What follows belongs to an exercise in optimizing a design on an open flow for small area and a short achievable clock period; a production flow would make more cautious choices.
Only simulation tests tie the RTL to the original design; equivalence was not proved.

==> flow/design.v (outline; a module is shown in full before it is edited, if it fits) <==
// module Integrator: 917 lines
// module Integrator_fa: 6 lines
// module Integrator_ha: 6 lines
// module Integrator_xor: 5 lines
// module Integrator_maj: 5 lines
// module Integrator_mux: 5 lines
// module Integrator_aoi: 5 lines
// module Integrator_inv: 5 lines
// module Integrator_nand: 5 lines
// module Integrator_nor: 5 lines
// module Integrator_oai: 5 lines
// module Integrator_xnor: 5 lines
module Integrator
          (clk,
           reset,
           In,
           Out);
  // ...
==> flow/flow/run.sh <==
#!/bin/bash
# Layout flow: the standard synthesis and ORFS layout (standard.sh) with two
# changes to how the layout is made:
#  - the input and output ports get plain buffer cells (buffer_ports
#    -buffer_cell) instead of the delay cells buffer_ports picks by itself;
#  - clock tree synthesis adds no dummy loads (-dont_use_dummy_load); the
#    other CTS arguments are the ones ORFS builds from config.mk.
# Each step's full output goes to a log file here (ORFS keeps its own per-step
# logs under orfs/logs).
set -euo pipefail
export BUFFER_PORTS_ARGS="-buffer_cell sky130_fd_sc_hd__buf_2"
export CTS_ARGS="-sink_clustering_enable -repair_clock_nets -sink_clustering_size 30 -sink_clustering_max_diameter 100 -buf_list {sky130_fd_sc_hd__clkbuf_4 sky130_fd_sc_hd__clkbuf_8} -dont_use_dummy_load"
bash standard.sh synth > run_synth.log 2>&1
bash standard.sh > run_layout.log 2>&1
==> flow/standard.sh <==
#!/bin/bash
# synth_recipe.tcl (not shown) runs the flow's synth.tcl, then flattens the netlist and writes it again
# the make line also repeats each setting of config.mk as NAME=value (left out here)
make -C /OpenROAD-flow-scripts/flow DESIGN_CONFIG=/design/flow/config.mk WORK_HOME=/design/flow/orfs CLKGATE_MAP_FILE= SYNTH_SCRIPT=/design/flow/synth_recipe.tcl "${@:-finish}"
==> flow/config.mk <==
export PLATFORM = sky130hd
export DESIGN_NAME = Integrator
export DESIGN_NICKNAME = Integrator
export VERILOG_FILES = /design/flow/design.v
export SDC_FILE = /design/flow/constraint.sdc
export NUM_CORES = 4
export LEC_CHECK = 0
export CAP_MARGIN = 20
export CORE_MARGIN = 2
export CORE_UTILIZATION = 40
export CTS_BUF_LIST = sky130_fd_sc_hd__clkbuf_4 sky130_fd_sc_hd__clkbuf_8
export CTS_CLUSTER_DIAMETER = 100
export CTS_CLUSTER_SIZE = 30
export PLACE_DENSITY = 0.85
export SETUP_SLACK_MARGIN = 4
export SLEW_MARGIN = 20
export SYNTH_HIERARCHICAL = 1
export SYNTH_MINIMUM_KEEP_SIZE = 0
==> flow/constraint.sdc <==
create_clock -name core_clock -period 14.0 [get_ports {clk}]
set_input_delay 2.8000 -clock core_clock [delete_from_list [all_inputs] [get_ports {clk}]]
set_output_delay 2.8000 -clock core_clock [all_outputs]
set_load 0.01 [all_outputs]
==> out/metrics.cfg, run 1 <==
[timing]
slew_headroom_pct=46.0
clock_skew_ps=23.7

[cells_and_area]
multi_input_area_share_pct=57.9
layout-drive-gt1-share_pct=13.7
final_area_um2=7250
fin_util_pct=43.9
nClkBuffers=9
syn_to_final_growth_pct=7.27

[die]
die-area_um2=18000

[run_status]
outcome=no timing/DRC/antenna violations

[synth]
synthCells=552
yosys_most_used_dff=dfrtp_1
muxShareOfSynthArea_pct=0
async_flop_share_pct=100

[placed_design]
placed_cells=801
dpl.hpwl_um=10900
portBuffers=44

[clocking]
cts_inserted_buffers=9

[worst_setup_path]
crit_fanout=4
start_kind=primary input

[detailed_routing]
num_vias=3841
ant_nets=0
drt_wl_total_um=12900

==> run 2: changes to the inputs <==
--- a/flow/config.mk
+++ b/flow/config.mk
@@ -12,7 +12,7 @@
 export CTS_CLUSTER_DIAMETER = 100
 export CTS_CLUSTER_SIZE = 30
 export PLACE_DENSITY = 0.85
-export SETUP_SLACK_MARGIN = 4
+export SETUP_SLACK_MARGIN = 4.6
 export SLEW_MARGIN = 20
 export SYNTH_HIERARCHICAL = 1
 export SYNTH_MINIMUM_KEEP_SIZE = 0
==> run 2 against run 1 <==
Compared with the run above: still clean; first-iteration DRC count is 0.89% lower; die area stayed put; clock skew hardly changed; fmax is 1.3% higher; global-route usage hardly changed; largest cell class unchanged; highest routed layer unchanged.
==> out/metrics.cfg, run 2 <==
[timing]
clock_skew_ps=23.7  ; -0.0449 ps
period_needed_ps=9250
fin_tns_setup_ps=0
drv_slew=0
worst_pin_slew_ps=804
setup_viol=0
slew_headroom_pct=46.4  ; +0.42 points
rsz0062_at_grt=yes
hold_viol_final=0
clock.fmax_mhz=108
fin_crit_sh_pct=66.0

[detailed_routing]
drt-wirelength-per-cell_um=16.2
wl_met2_um=6980
wl_met3_um=609
drcViolationCount=0
ant_nets=0  ; unchanged
vias_per_cell=4.78
drt_wl_total_um=13300  ; +3.1%
wl_met1_um=5360
dr.pass1.iters=4
num_vias=3926  ; +2.2%
dr.max_layer_used=met4
drt_iter0_markers=223

[clocking]
path_clk_slew_ps=80
cts_root_buf=clkbuf_8
cts_sinks=87
cts_buffer_depth=2
cts_inserted_buffers=9  ; unchanged
htreeDepth=3
clk-insertion-delay-late_ps=370
cts_tree=yes

[global_routing]
grtUsageTotal_pct=16.4
overflow=0
grt_pass1_wl_um=22500
antenna_found_initial=1
grt_max_degree=88
first_global_vias=4417

[cells_and_area]
syn_to_final_growth_pct=9.83
mostFrequentLayoutCell=fa_1
layout-drive-gt1-share_pct=18.8  ; +5.1 points
fin_util_pct=44.9  ; +1.0 points
fin_nets=777
final_cell_mix=fa_1 (132), dfrtp_1 (87), inv_1 (59)
largestRegisters=y1 (22), y2 (22)

[synth]
yosysSeqAreaShare_pct=32.2
synthCells=552  ; unchanged
netlist.area_leader.share_pct=40.6
yosysUniqueCellTypes=14
synth_seq_cells=87
avgSynthCellArea_um2=12.2
yosysTopAreaCell=fa_1
netlist_area_um2=6760
yosys_most_used_dff=dfrtp_1
synthMostInstantiatedCell=fa_1
synthTopCellsByCount=fa_1 (137), dfrtp_1 (87), inv_1 (64), nor2_1 (63), nand2_1 (53)
ys_warn_count=7
async_flop_share_pct=100  ; unchanged
synth_area_leaders=fa_1 (41%), dfrtp_1 (32%), xor2_1 (4.7%), inv_1 (3.6%), nor2_1 (3.5%)
synth_edf_count=0

[worst_setup_path]
start_kind=primary input
required_ps=11200
endpoint_kind=primary output
cp.arrival_ps=6450
path_class=in2out
crit_fanout=4  ; unchanged

[die]
die_y_um=134
design.core.area_um2=16500
initial_utilization_pct=40.9
rows=47
die-area_um2=18000  ; unchanged
fp.dieW_um=134
ioPinCount=46

[run]
drv_cap=0

[placed_design]
dpl.hpwl_um=10900  ; unchanged
portBuffers=44  ; unchanged
gp_congestion=0.855

[run_status]
outcome=no timing/DRC/antenna violations

[worst_hold_path]
min_path_type=reg2reg

-- run 2: cell counts after synthesis --
No cell type changed its count.
-- run 2: worst paths after layout --
kind | depth (start not counted) | endpoint | from | slack, ps
max | 14 | Out[20] | In[2] | 4750
min | 0 | y2[19]$_DFF_PP0_ | y1[19]$_DFF_PP0_ | 340
max reg2reg | 16 | y1[20]$_DFF_PP0_ | vc$_DFF_PP0_ | 8230
min reg2reg | 0 | y2[19]$_DFF_PP0_ | y1[19]$_DFF_PP0_ | 340
max in group asynchronous | 3 | y2[14]$_DFF_PP0_ | reset | 10790
min in group asynchronous | 3 | y1[9]$_DFF_PP0_ | reset | 2610
-- run 2: what timing repair did --
action                                  in CTS  in global routing
hold buffers                                 0                  0
pin swaps                                    0                  7
resized for setup                            3                 24
buffers inserted                             0                 10
endpoints found under the setup margin       1                  6
-- run 2: area by class of cell --
| type | instances | area, um2 |
|---|---|---|
| Multi-Input combinational cell | 385 | 4280 |
| Inverter | 64 | 256 |
| Tap cell | 220 | 275 |
| Antenna cell | 1 | 2.50 |
| Timing Repair Buffer | 55 | 307 |
| Fill cell | 1405 | 9100 |
| Clock buffer | 9 | 124 |
| Sequential cell | 87 | 2180 |
-- run 2: per-module statistics from Yosys (local to each module, per instance), excerpt --
module / flops+latches / area (um2)
Integrator_aoi: 0 / 8.76
Integrator_ha: 0 / 12.5
Integrator_xor: 0 / 8.76
Integrator_oai: 0 / 5.00
Integrator_nand: 0 / 3.75
Integrator_xnor: 0 / 8.76
-- run 2: cells by family after synthesis --
kind of cell / share of synthesized area, %
AO/OA/AOI/OAI: 6.11
XOR/XNOR: 5.83
adder cells (fa/ha/maj): 43.2
buffers and inverters: 6.00
flip-flops: 32.2
other: 0.111
AND/OR/NAND/NOR: 6.61
-- run 2: metal layers --
metal | vias to the layer above | global-route usage, %
li1 | 1750 | -
met1 | 2053 | 21.6
met2 | 104 | 27.1
met3 | 19 | 3.44
met4 | 0 | 6.43
met5 | - | 0
-- run 2: through the flow --
stage / hold slack (ps) / worst slack (ps) / std cells / instance area (um2)
6_report: 343 / 4750 / 821 / 7430
5_1_grt: 349 / 4570 / 821 / 7430
4_1_cts: 344 / 4640 / 810 / 7260
3_5_place_dp: 336 / 4630 / 801 / 7120
3_3_place_gp: 332 / 4700 / 801 / 7120
2_1_floorplan: 331 / 5170 / 558 / 6780
-- run 2: critical path: stages --
cell        delay [ps]
buf_2              130
clkinvlp_4         170
fa_1               460
fa_1               430
fa_1               530
fa_1               580
nand2_1            100
o21ai_2            270
a21oi_4            110
o21ai_2            170
a21oi_2             70
o21ai_1            190
xor2_1             230
buf_2              170
==> run 3: changes to the inputs <==
--- a/flow/flow/run.sh
+++ b/flow/flow/run.sh
@@ -9,6 +9,6 @@
 # logs under orfs/logs).
 set -euo pipefail
 export BUFFER_PORTS_ARGS="-buffer_cell sky130_fd_sc_hd__buf_2"
-export CTS_ARGS="-sink_clustering_enable -repair_clock_nets -sink_clustering_size 30 -sink_clustering_max_diameter 100 -buf_list {sky130_fd_sc_hd__clkbuf_4 sky130_fd_sc_hd__clkbuf_8} -dont_use_dummy_load"
+export CTS_ARGS="-sink_clustering_enable -repair_clock_nets -sink_clustering_size 40 -sink_clustering_max_diameter 150 -buf_list {sky130_fd_sc_hd__clkbuf_4 sky130_fd_sc_hd__clkbuf_8} -dont_use_dummy_load"
 bash standard.sh synth > run_synth.log 2>&1
 bash standard.sh > run_layout.log 2>&1
--- a/flow/config.mk
+++ b/flow/config.mk
@@ -9,10 +9,10 @@
 export CORE_MARGIN = 2
 export CORE_UTILIZATION = 40
 export CTS_BUF_LIST = sky130_fd_sc_hd__clkbuf_4 sky130_fd_sc_hd__clkbuf_8
-export CTS_CLUSTER_DIAMETER = 100
-export CTS_CLUSTER_SIZE = 30
+export CTS_CLUSTER_DIAMETER = 150
+export CTS_CLUSTER_SIZE = 40
 export PLACE_DENSITY = 0.85
-export SETUP_SLACK_MARGIN = 4.6
+export SETUP_SLACK_MARGIN = 4
 export SLEW_MARGIN = 20
 export SYNTH_HIERARCHICAL = 1
 export SYNTH_MINIMUM_KEEP_SIZE = 0
==> run 3 against run 2 <==
Compared with the run above: first-iteration DRC count is 0.90% higher; flip-flop and latch count unchanged; fmax decreased by 1.3%; synthesized cell count unchanged; hold slack is essentially flat; highest routed layer unchanged; non-clock buffer count shrank 10; sequential share of layout area rose by 0.70 points; clock skew barely moved; register-to-register slack gained 120 ps; critical path depth rose by 1; final cell count shrank 1.2%.
==> out/metrics.cfg, run 3 <==
[global_routing]
overflow=0  ; unchanged
grt_pass1_wl_um=22500  ; about the same
grtUsageTotal_pct=16.5  ; about the same
grt_max_degree=88  ; unchanged
first_global_vias=4426  ; +0.20%
antenna_found_initial=1  ; unchanged

[timing]
hold_viol_final=0  ; unchanged
worst_pin_slew_ps=810  ; +6.26 ps
fin_tns_setup_ps=0  ; unchanged
rsz0062_at_grt=no
fin_crit_sh_pct=66.9  ; +0.84 points
drv_slew=0  ; unchanged
setup_viol=0  ; unchanged
slew_headroom_pct=46.0  ; -0.42 points
clock_skew_ps=23.7  ; +0.0449 ps
clock.fmax_mhz=107  ; -1.3%
period_needed_ps=9360  ; +118 ps

[clocking]
cts_root_buf=clkbuf_8
clk-insertion-delay-late_ps=370  ; about the same
cts_tree=yes
postCtsSetupBuffers=0  ; unchanged
htreeDepth=3  ; unchanged
cts_sinks=87  ; unchanged
path_clk_slew_ps=80  ; about the same
cts_inserted_buffers=9  ; unchanged
cts-hold-fix-buffers=0  ; unchanged
cts_buffer_depth=2  ; unchanged
cts_resized=0  ; -3

[detailed_routing]
dr.pass1.iters=4  ; unchanged
drt_iter0_markers=225  ; +0.90%
wl_met2_um=6670  ; -4.4%
drt-wirelength-per-cell_um=15.9  ; -1.8%
ant_nets=0  ; unchanged
wl_met3_um=562  ; -7.7%
dr.max_layer_used=met4
vias_per_cell=4.74  ; -0.96%
wl_met1_um=5340  ; -0.34%
drt_wl_total_um=12900  ; -3.0%
drcViolationCount=0  ; unchanged
num_vias=3841  ; -2.2%

[synth]
synth_edf_count=0  ; unchanged
yosysTopAreaCell=fa_1
ys_warn_count=7  ; unchanged
yosysSeqAreaShare_pct=32.2  ; unchanged
avgSynthCellArea_um2=12.2  ; unchanged
synthCells=552  ; unchanged
synth_area_leaders=fa_1 (41%), dfrtp_1 (32%), xor2_1 (4.7%), inv_1 (3.6%), nor2_1 (3.5%)
netlist_area_um2=6760  ; unchanged
synthMostInstantiatedCell=fa_1
synth_seq_cells=87  ; unchanged
netlist.area_leader.share_pct=40.6  ; unchanged
yosysUniqueCellTypes=14  ; unchanged
synthTopCellsByCount=fa_1 (137), dfrtp_1 (87), inv_1 (64), nor2_1 (63), nand2_1 (53)
async_flop_share_pct=100  ; unchanged
yosys_most_used_dff=dfrtp_1

[die]
ioPinCount=46  ; unchanged
design.core.area_um2=16500  ; unchanged
die_y_um=134  ; unchanged
fp.dieW_um=134  ; unchanged
initial_utilization_pct=40.9  ; unchanged
rows=47  ; unchanged
die-area_um2=18000  ; unchanged

[cells_and_area]
layout-drive-gt1-share_pct=13.7  ; -5.1 points
final_cell_mix=fa_1 (137), dfrtp_1 (87), inv_1 (63), nor2_1 (63), nand2_1 (53)
fin_nets=767  ; -1.3%
syn_to_final_growth_pct=7.27
largestRegisters=y1 (22), y2 (22)
num-fill-cells=1434  ; +2.1%
mostFrequentLayoutCell=fa_1

[worst_hold_path]
min_path_type=reg2reg

[run_status]
outcome=no timing/DRC/antenna violations

[placed_design]
dpl.hpwl_um=10900  ; unchanged
portBuffers=44  ; unchanged
gp_congestion=0.855  ; unchanged

[worst_setup_path]
start_kind=primary input
path_class=in2out
required_ps=11200  ; about the same
crit_fanout=4  ; unchanged
cp.arrival_ps=6560  ; +110 ps
endpoint_kind=primary output

[run]
drv_cap=0  ; unchanged

==> run 3: cell counts after synthesis <==
Identical to the previous run, type by type.
==> run 3: cells by family after synthesis <==
family                     after synthesis  synth area share, %
xor gates and xnor gates                45                 5.83
buffers and inverters                   86                 6.00
AOI/OAI and AO/OA                       63                 6.11
DFF                                     87                 32.2
adders and majority gates              151                 43.2
and+or+nand+nor                        118                 6.61
other                                    2                0.111
==> run 3: Yosys stat by module (local to each module, per instance) <==
module	cells	times used	flip-flops and latches
Integrator_aoi	1	26	0
Integrator_xnor	1	7	0
Integrator_ha	1	13	0
Integrator_xor	1	36	0
Integrator_nor	1	62	0
Integrator_inv	1	18	0
Integrator_oai	1	37	0
Integrator	163	1	87
Integrator_fa	1	137	0
Integrator_nand	1	53	0
==> run 3: critical path, stage by stage <==
cell     delay (ps)
buf_2           110
inv_1           260
fa_1            470
fa_1            520
fa_1            490
fa_1            590
nor2_1           70
nor2_1          250
nand2_1         110
o21ai_1         240
a21oi_2          80
inv_1           130
a21oi_2          60
xnor2_1         220
buf_2           170
==> run 3: layout make-up <==
cell class	instances	area, um2	area share [%]
repair buffers	45	231	3.19
clock buffers	9	124	1.71
multi-input cells	385	4200	57.9
diodes	1	2.50	0.0345
well taps	220	275	3.80
flip-flops and latches	87	2180	30.0
inverters	64	241	3.33
==> run 3: routing by layer <==
layer / GRT usage, % / up-vias
li1: - / 1730
met5: 0 / -
met1: 21.5 / 1993
met3: 3.44 / 22
met2: 27.2 / 96
met4: 6.43 / 0
==> run 3: path summary, 6_finish.rpt <==
| check | from | end | slack (ps) | cells past startpoint |
|---|---|---|---|---|
| worst min-delay path | y1[19]$_DFF_PP0_ | y2[19]$_DFF_PP0_ | 340 | 0 |
| worst min register to register | y1[19]$_DFF_PP0_ | y2[19]$_DFF_PP0_ | 340 | 0 |
| worst max-delay path | In[13] | Out[18] | 4640 | 15 |
| max in group asynchronous | reset | y2[14]$_DFF_PP0_ | 10780 | 3 |
| min in group asynchronous | reset | y1[9]$_DFF_PP0_ | 2630 | 3 |
| worst max register to register | vc$_DFF_PP0_ | y1[17]$_DFF_PP0_ | 8350 | 15 |
==> run 3: metrics by stage <==
| step | util (%) | std cells | worst slack [ps] | area (um2) | hold WS (ps) |
|---|---|---|---|---|---|
| floorplan | - | 558 | 5170 | 6780 | 331 |
| global placement | 43.1 | 801 | 4700 | 7120 | 332 |
| detailed placement | 43.1 | 801 | 4630 | 7120 | 336 |
| CTS | 43.9 | 810 | 4590 | 7250 | 344 |
| global route | 43.9 | 811 | 4330 | 7250 | 349 |
| finish | 43.9 | 811 | 4640 | 7250 | 342 |
==> run 4: changes to the inputs <==
==> flow/flow/run.sh (replaced) <==
#!/bin/bash
# Layout flow: the standard synthesis and ORFS layout (standard.sh) with
# these changes to how the layout is made:
#  - the input and output ports get plain buffer cells (buffer_ports
#    -buffer_cell) instead of the delay cells buffer_ports picks by itself;
#  - clock tree synthesis adds no dummy loads (-dont_use_dummy_load); the
#    other CTS arguments are the ones ORFS builds from config.mk;
#  - after synthesis, the a21oi_2 gates are set to a21oi_1 (downsize.tcl).
# Each step's full output goes to a log file here (ORFS keeps its own per-step
# logs under orfs/logs).
set -euo pipefail
export BUFFER_PORTS_ARGS="-buffer_cell sky130_fd_sc_hd__buf_2"
export CTS_ARGS="-sink_clustering_enable -repair_clock_nets -sink_clustering_size 30 -sink_clustering_max_diameter 100 -buf_list {sky130_fd_sc_hd__clkbuf_4 sky130_fd_sc_hd__clkbuf_8} -dont_use_dummy_load"
bash standard.sh synth > run_synth.log 2>&1
RESULTS="$PWD/orfs/results/$FLOW_PLATFORM/Integrator/base"
# the liberty files the flow uses, so that replace_cell knows the cells
LIBS=$(make -s -C "$FLOW_HOME" DESIGN_CONFIG="$PWD/config.mk" WORK_HOME="$PWD/orfs" print-LIB_FILES 2>/dev/null | sed -n 's/^LIB_FILES: *//p')
[ -n "$LIBS" ] || LIBS="$FLOW_HOME/platforms/$FLOW_PLATFORM/lib/sky130_fd_sc_hd__tt_025C_1v80.lib"
{ for l in $LIBS; do echo "read_liberty $l"; done; cat flow/downsize.tcl; } > downsize_run.tcl
RESULTS="$RESULTS" openroad -no_init -exit downsize_run.tcl > run_downsize.log 2>&1
bash standard.sh > run_layout.log 2>&1
==> flow/flow/downsize.tcl (new file) <==
# Put the prefix adder's and-or-invert gates back at their smallest drive
# strength (synthesis maps that one gate module to the x2 size); the
# resizer may size any of them up again where timing needs it.
read_db $::env(RESULTS)/1_synth.odb
set n 0
foreach inst [get_cells -hierarchical *] {
  set ref [get_property $inst ref_name]
  if {$ref eq "sky130_fd_sc_hd__a21oi_2"} {
    replace_cell $inst [get_lib_cells */sky130_fd_sc_hd__a21oi_1]
    incr n
  }
}
puts "downsized $n cells"
write_db $::env(RESULTS)/1_synth.odb
--- a/flow/config.mk
+++ b/flow/config.mk
@@ -9,8 +9,8 @@
 export CORE_MARGIN = 2
 export CORE_UTILIZATION = 40
 export CTS_BUF_LIST = sky130_fd_sc_hd__clkbuf_4 sky130_fd_sc_hd__clkbuf_8
-export CTS_CLUSTER_DIAMETER = 150
-export CTS_CLUSTER_SIZE = 40
+export CTS_CLUSTER_DIAMETER = 100
+export CTS_CLUSTER_SIZE = 30
 export PLACE_DENSITY = 0.85
 export SETUP_SLACK_MARGIN = 4
 export SLEW_MARGIN = 20
==> run 4 against run 3 <==
Compared with the run above: still clean on timing, DRC and antenna; first-iteration DRC count fell by 8.0%; non-clock buffer count did not move; largest cell class unchanged.
==> out/metrics.cfg, run 4 <==
[run_status]
outcome=no timing/DRC/antenna violations

[worst_hold_path]
hold_start=y1[9]$_DFF_PP0_
min_delay_path_depth=0  ; unchanged
min_path_type=reg2reg
hold_end=y2[9]$_DFF_PP0_

[timing]
fin_crit_sh_pct=68.2  ; +1.3 points
slew_headroom_pct=56.2  ; +10 points
hold_viol_final=0  ; unchanged
clock.fmax_mhz=105  ; -2.0%
worst_pin_slew_ps=657  ; -154 ps
drv_slew=0  ; unchanged
clock_skew_ps=36.4  ; +12.6 ps
period_needed_ps=9550  ; +187 ps
rsz0062_at_grt=no
setup_viol=0  ; unchanged
hold_ws_ps=341  ; -1.05 ps
fin_tns_setup_ps=0  ; unchanged

[placed_design]
placed_area_um2=7030  ; -1.4%
dpl.hpwl_um=11100  ; +2.7%
portBuffers=44  ; unchanged
gp_congestion=0.870  ; +1.7%

[cells_and_area]
seqCellArea_um2=2180  ; unchanged
num_antenna_cells=0  ; -1
syn_to_final_growth_pct=7.29  ; about the same
multi_input_area_um2=4100  ; -2.3%
mostFrequentLayoutCell=fa_1
largestRegisters=y1 (22), y2 (22)
fin_nets=767  ; unchanged
num-fill-cells=1447  ; +0.91%
final_area_um2=7150  ; -1.4%
fin_util_pct=43.6  ; -0.32 points
layout-drive-gt1-share_pct=9.32  ; -4.4 points
final_cell_mix=fa_1 (137), dfrtp_1 (87), inv_1 (63), nor2_1 (63), nand2_1 (53)

[worst_setup_path]
cp_slowest_cell=fa_1
path_cells=buf_2 -> inv_1 -> fa_1 -> fa_1 -> fa_1 -> fa_1 -> nor2_1 -> nor2_1 -> a21oi_1 -> o21ai_1 -> a21oi_1 -> inv_1 -> a21oi_1 -> xnor2_1 -> buf_2
r2r_end=y1[18]$_DFF_PP0_
required_ps=11200  ; about the same
ff2ff_path_depth=16  ; +1
reg2reg_slack_ps=8280  ; -70 ps
start_kind=primary input
path_class=in2out
path_buf_inv=4  ; unchanged
cpLargestDelayFamily=adder cells
critPathMaxStageDelay_ps=600  ; about the same
crit_top_cell=fa_1
cp.arrival_ps=6750  ; +190 ps
rr_startpoint=vc$_DFF_PP0_
endpoint_kind=primary output
crit_fanout=4  ; unchanged

[clocking]
htreeDepth=3  ; unchanged
cts-hold-fix-buffers=0  ; unchanged
postCtsSetupBuffers=0  ; unchanged
cts_sinks=87  ; unchanged
cts_tree=yes
cts_root_buf=clkbuf_8
cts_inserted_buffers=9  ; unchanged
path_clk_slew_ps=70  ; about the same
cts_buffer_depth=2  ; unchanged
clk-insertion-delay-late_ps=390  ; +20 ps
cts_resized=0  ; unchanged

[detailed_routing]
drt_iter0_markers=207  ; -8.0%
num_vias=3817  ; -0.62%
dr.pass1.iters=4  ; unchanged
drt-wirelength-per-cell_um=15.9  ; about the same
drcViolationCount=0  ; unchanged
vias_per_cell=4.71  ; -0.50%
drt_wl_total_um=12900  ; -0.12%
ant_nets=0  ; unchanged

[die]
rows=47  ; unchanged
fp.dieW_um=133  ; -0.71%
die_y_um=133  ; -0.71%
initial_utilization_pct=40.6  ; -0.30 points
design.core.area_um2=16400  ; -0.71%
die-area_um2=17700  ; -1.4%
ioPinCount=46  ; unchanged

[global_routing]
antenna_found_initial=0  ; -1
overflow=0  ; unchanged
grt_max_degree=54  ; -39%
grtUsageTotal_pct=16.5  ; +0.065 points
grt_pass1_wl_um=22000  ; -2.5%
first_global_vias=4387  ; -0.88%

[synth]
netlist_area_um2=6660  ; -1.4%
ys_warn_count=7  ; unchanged
synthCells=552  ; unchanged
avgSynthCellArea_um2=12.1  ; -1.4%

[run]
drv_cap=0  ; unchanged

-- run 4: worst max path at each step --
stage	cells after the start	slack [ps]	from	end
after floorplan	14	5140	In[5]	Out[18]
after global placement	15	4580	In[2]	Out[18]
after detailed placement	15	4520	In[2]	Out[18]
after CTS	15	4480	In[2]	Out[18]
after global routing	15	4190	In[2]	Out[18]
final	15	4450	In[2]	Out[18]
-- run 4: metrics by stage --
step	setup WS [ps]	cells
after floorplan	5140	558
after global placement	4580	801
after detailed placement	4520	801
after CTS	4480	810
after global routing	4190	810
final	4450	810
-- run 4: layout make-up --
cell class	instances	area share, %
clock buffers	9	1.73
inverters	64	3.38
well taps	220	3.85
multi-input cells	385	57.4
repair buffers	45	3.19
flip-flops and latches	87	30.5
-- run 4: routing by layer --
layer,up-vias,global-route usage [%],share of wire (%)
met5,-,0,0
met3,34,3.91,4.2
met4,0,7.65,3.6
li1,1724,-,-
met1,1964,20.6,41
met2,95,27.4,52
-- run 4: worst reg2reg max path, stage by stage, from the launching register on --
cell	delay (ps)
dfrtp_1	650
fa_1	530
fa_1	410
fa_1	530
fa_1	450
ha_1	340
fa_1	500
fa_1	560
fa_1	480
nor2_1	160
nor2_1	70
a21oi_1	140
o21ai_1	100
a21oi_1	250
inv_1	120
a21oi_1	170
xnor2_1	170

what the ideal ports hide:
No port has a modelled driver above. Below, the same layouts with a new extraction and two added sets of constraints.
Step 1: set_driving_cell puts a clkbuf_16 on clk and a buf_2 on each other input, an assumption about the parent block.
Step 2 moves the port delays by t, midway between the first and last clock arrival at a register: inputs arrive t later, outputs are due t later. That takes back most of the time a late clock gives input paths.
a / b / c = ideal ports / drivers / drivers and shift; a / b = the first two.
run	t, ns	slack for setup (ns)	hold slack, ns	worst setup path at the end	slew at the worst register clock pin (ns)
run 1	0.394	4.636 / 4.610 / 4.610	0.342 / 0.342 / 0.342	input to output	0.09 / 0.09
run 2	0.395	4.754 / 4.686 / 4.686	0.343 / 0.343 / 0.343	input to output	0.09 / 0.09
run 3	0.394	4.636 / 4.610 / 4.610	0.342 / 0.342 / 0.342	input to output	0.09 / 0.09
run 4	0.413	4.450 / 4.424 / 4.424	0.341 / 0.341 / 0.341	input to output	0.10 / 0.10
After both steps every run listed still meets setup and hold. The setup slack of run 2, which loses most, moves by -0.068 ns with the drivers and by -0.068 ns with both steps.
